Context: an optimization exercise on an open-source flow, tuned for small area, a short achievable clock period and few clock cycles. The choices shown serve that exercise and are no tape-out recipe.
The RTL was checked by simulation tests, not by an equivalence proof against the original design.
Power and IR drop assume default switching activity.

// RV32ICore
module RV32ICore(
    input         CPU_CLK,
    input         CPU_RST,
    output [31:0] imem_addr,
    input  [31:0] imem_rdata,
    output        dmem_rd,
    output [3:0]  dmem_wstrb,
    output [31:0] dmem_addr,
    output [31:0] dmem_wdata,
    input  [31:0] dmem_rdata,
    input         dmem_wait
    );
    wire clk = CPU_CLK;
    wire rst = CPU_RST;
    reg  [31:0] pc_f;
    reg  [31:0] pc_r, pc_d;
    reg         v_r, pt_r, v_d, pt_d, rhold;
    reg  [31:0] rbuf, ir;
    reg         bp_v;
    reg  [31:0] bp_tag, bp_tgt;
    reg         e_valid, e_pt, e_ptf;
    reg  [31:0] e_pc, e_a, e_b, e_x;
    reg  [4:0]  e_rd;
    reg         e_we, e_load, e_store, e_br, e_jal, e_jalr, e_csr;
    reg         e_off4, e_off8, e_off12, e_bwd;
    reg  [2:0]  e_f3;
    reg         e_sub, e_left, e_arith;
    reg         r_add, r_slt, r_sltu, r_xor, r_or, r_and, r_sh, r_link;
    reg  [3:0]  e_csr_a;
    reg         c_eq, c_ne, c_lt, c_ge, c_ltu, c_geu;
    reg         m_we, m_rdreq, m_load;
    reg  [3:0]  m_wstrb;
    reg  [31:0] m_res, m_wdata, m_pc4;
    reg         m_csr_we;
    reg  [3:0]  m_csr_a;
    reg  [4:0]  m_rd;
    reg  [2:0]  m_f3;
    reg         w_we, w_load;
    reg  [4:0]  w_rd;
    reg  [31:0] w_res;
    reg  [2:0]  w_f3;
    reg  [31:0] rf [1:31];
    reg  [31:1] rf_v;
    reg  [31:0] csr [0:15];
    reg  [15:0] csr_v;
    wire stall_m = (m_rdreq | (|m_wstrb)) & dmem_wait;
    wire redirect;
    wire [31:0] redirect_pc;
    wire luse;
    wire skip1, skip2;
  ...
export LEC_CHECK = 0
export CAP_MARGIN = 20
export CELL_PAD_IN_SITES_DETAIL_PLACEMENT = 1
export CELL_PAD_IN_SITES_GLOBAL_PLACEMENT = 2
export CORE_MARGIN = 2
export CORE_UTILIZATION = 30
export SLEW_MARGIN = 20
create_clock -name core_clock -period 12.0 [get_ports {CPU_CLK}]
standard.sh (not shown) runs the stock make flow with config.mk's settings and CLKGATE_MAP_FILE= SYNTH_SCRIPT=/design/flow/synth_recipe.tcl, a recipe that flattens the netlist after the stock synthesis.
==> flow/flow/run.sh <==
#!/bin/bash
# The standard layout (the standard.sh: standard synthesis, floorplan,
# place, CTS, route, finish) with a larger setup margin for ORFS's
# repair_timing, so that timing repair keeps working below the period.
# Clock, constraints and every other setting are the standard flow's.
set -euo pipefail
bash standard.sh SETUP_SLACK_MARGIN=8 finish > standard_flow.log 2>&1
Testbench counts at the start, summed over its fixed seeds: cycles 30,850.
Change:
--- a/flow/design.v
+++ b/flow/design.v
@@ -27,18 +27,16 @@
     reg  [2:0]  e_f3;
     reg         e_sub, e_left, e_arith;
     reg         r_add, r_slt, r_sltu, r_xor, r_or, r_and, r_sh, r_link;
     reg  [3:0]  e_csr_a;
     reg         c_eq, c_ne, c_lt, c_ge, c_ltu, c_geu;
     reg         m_we, m_rdreq, m_load;
     reg  [3:0]  m_wstrb;
     reg  [31:0] m_res, m_wdata, m_pc4;
-    reg         m_csr_we;
-    reg  [3:0]  m_csr_a;
     reg  [4:0]  m_rd;
     reg  [2:0]  m_f3;
     reg         w_we, w_load;
     reg  [4:0]  w_rd;
     reg  [31:0] w_res;
     reg  [2:0]  w_f3;
     reg  [31:0] rf [1:31];
     reg  [31:1] rf_v;
@@ -76,17 +74,17 @@
             v_d <= 1'b0;
             rhold <= 1'b0;
         end else if (redirect) begin
             pc_f <= redirect_pc;
             v_r <= 1'b0;
             v_d <= 1'b0;
             rhold <= 1'b0;
         end else if (id_redir) begin
-            pc_f <= d_btgt;
+            pc_f <= d_tgt;
             v_r <= 1'b0;
             v_d <= 1'b0;
             rhold <= 1'b0;
         end else if (luse) begin
             rhold <= 1'b1;
             if (skip1 | skip2) v_d <= 1'b0;
             if (skip2) v_r <= 1'b0;
         end else begin
@@ -145,18 +143,18 @@
     wire [31:0] byp1 = m_hit1 ? m_res : w_hit1 ? w_data : rf1;
     wire [31:0] byp2 = m_hit2 ? m_res : w_hit2 ? w_data : rf2;
     wire e_hit1 = e_valid & e_we & (e_rd == rs1);
     wire e_hit2 = e_valid & e_we & (e_rd == rs2);
     wire [31:0] result;
     wire [31:0] fwd1 = e_hit1 ? result : byp1;
     wire [31:0] fwd2 = e_hit2 ? result : byp2;
     assign d_tgt = pc_d + d_imm;
-    wire [31:0] d_btgt = pc_d + imm_b;
-    wire d_pred  = d_br & inst[31];
+    wire d_short = (d_imm == 32'd4) | (d_imm == 32'd8) | (d_imm == 32'd12);
+    wire d_pred  = (d_br & d_imm[31]) | (d_jal & ~d_short);
     assign id_redir = v_d & ~pt_d & d_pred & ~luse & ~stall_m & ~redirect & ~skip1 & ~skip2;
     assign luse = v_d & (
         (use1 & ((e_hit1 & e_load) | (m_we & m_load & (m_rd == rs1)))) |
         (use2 & ((e_hit2 & e_load) | (m_we & m_load & (m_rd == rs2)))));
     wire alu_r = d_op;
     wire alu_i = d_opi;
     wire is_alu = alu_r | alu_i;
     wire d_sub   = (alu_r & f3 == 3'b000 & inst[30]) | d_br | (is_alu & (f3 == 3'b010 | f3 == 3'b011));
@@ -215,24 +213,23 @@
         for (k = 0; k < 32; k = k + 1) rev32[k] = x[31-k];
     endfunction
     wire [31:0] sh_in  = e_left ? rev32(a) : a;
     wire        sh_fill = e_arith & ~e_left & sh_in[31];
     wire [31:0] sh_r   = (sh_in >> b[4:0]) | ({32{sh_fill}} & ~(32'hffffffff >> b[4:0]));
     wire [31:0] sh_out = e_left ? rev32(sh_r) : sh_r;
     wire [31:0] pc4 = e_pc + 32'd4;
     wire [31:0] tgt = e_x;
-    reg  [31:0] csr_rd;
+    reg  [31:0] csr_old;
     integer ci;
     always @(*) begin
-        csr_rd = 32'b0;
+        csr_old = 32'b0;
         for (ci = 0; ci < 16; ci = ci + 1)
-            csr_rd = csr_rd | ({32{e_csr_a == ci && csr_v[ci]}} & csr[ci]);
+            csr_old = csr_old | ({32{e_csr_a == ci && csr_v[ci]}} & csr[ci]);
     end
-    wire [31:0] csr_old = (m_csr_we && m_csr_a == e_csr_a) ? m_wdata : csr_rd;
     wire [31:0] csr_new = (e_f3[1:0] == 2'b01) ? a :
                           (e_f3[1:0] == 2'b10) ? (csr_old | a) : (csr_old & ~a);
     assign result =
         ({32{r_add}}  & sum[31:0]) |
         ({32{r_slt}}  & {31'b0, lt}) |
         ({32{r_sltu}} & {31'b0, ltu}) |
         ({32{r_xor}}  & (a ^ b)) |
         ({32{r_or}}   & (a | b)) |
@@ -251,44 +248,41 @@
     assign redirect_pc = e_jalr ? sum[31:0] : (br_taken | e_jal) ? tgt : pc4;
     wire [3:0] strb = (e_f3[1:0] == 2'b00) ? (4'b0001 << sum[1:0]) :
                       (e_f3[1:0] == 2'b01) ? (sum[1] ? 4'b1100 : 4'b0011) : 4'b1111;
     wire [31:0] wd  = (e_f3[1:0] == 2'b00) ? {4{e_x[7:0]}} :
                       (e_f3[1:0] == 2'b01) ? {2{e_x[15:0]}} : e_x;
     always @(posedge clk) begin
         if (rst) begin
             csr_v <= 16'b0;
-        end else if (m_csr_we) begin
-            csr_v[m_csr_a] <= 1'b1;
+        end else if (e_valid & e_csr & ~stall_m) begin
+            csr_v[e_csr_a] <= 1'b1;
         end
-        if (m_csr_we)
-            csr[m_csr_a] <= m_wdata;
+        if (e_valid & e_csr & ~stall_m)
+            csr[e_csr_a] <= csr_new;
     end
     always @(posedge clk) begin
         if (rst)
             bp_v <= 1'b0;
         else if (e_valid & e_br & e_bwd & ~e_ptf) begin
             bp_v <= br_taken;
             bp_tag <= e_pc;
             bp_tgt <= tgt;
         end
     end
     always @(posedge clk) begin
         if (rst) begin
             m_we <= 1'b0; m_rdreq <= 1'b0; m_wstrb <= 4'b0; m_load <= 1'b0;
-            m_csr_we <= 1'b0;
         end else if (~stall_m) begin
             m_we    <= e_valid & e_we;
-            m_csr_we <= e_valid & e_csr;
             m_rdreq <= e_valid & e_load;
             m_wstrb <= (e_valid & e_store) ? strb : 4'b0;
             m_load  <= e_load;
             m_res   <= result;
-            m_wdata <= e_csr ? csr_new : wd;
-            m_csr_a <= e_csr_a;
+            m_wdata <= wd;
             m_pc4   <= pc4;
             m_rd    <= e_rd;
             m_f3    <= e_f3;
         end
     end
     assign dmem_rd    = m_rdreq;
     assign dmem_wstrb = m_wstrb;
     assign dmem_addr  = m_res;
After rerunning: Clock power rose by a few percent; design area goes down slightly; hold slack improved by 13 ps; critical path depth went up by 4; combinational power goes down by roughly a tenth; setup slack is worse by 330 ps; final cell count falls by a few percent; total power barely changes; first-iteration DRC count went down by roughly a tenth.
Testbench counts after the change, summed over its fixed seeds: cycles 30,817.

-- port drivers added, routing unchanged --
The results above use ideal ports. As a check the final layouts listed here were re-extracted and re-timed, cells and wires unchanged.
Step 1 sets driving cells, clkbuf_16 on the clock port and buf_2 on the other inputs (assumed; they add their load-dependent delay and slew).
Step 2, shift: input delay + t, output delay - t, t = (earliest + latest rising clock arrival at the registers) / 2. This alone moves slack from input paths to output paths.
a / b / c = no drivers / after step 1 / after step 2; a / b = the first two.
run	shift t [ns]	setup WS [ns]	worst setup path after step 2
the first run	1.019	7.674 / 7.674 / 6.941	input to register
the second run	1.027	7.345 / 7.345 / 6.958	input to register
After both steps every run listed still meets setup and hold. The setup slack of the first run, which loses most, moves by 0.000 ns with the drivers and by -0.733 ns with both steps.
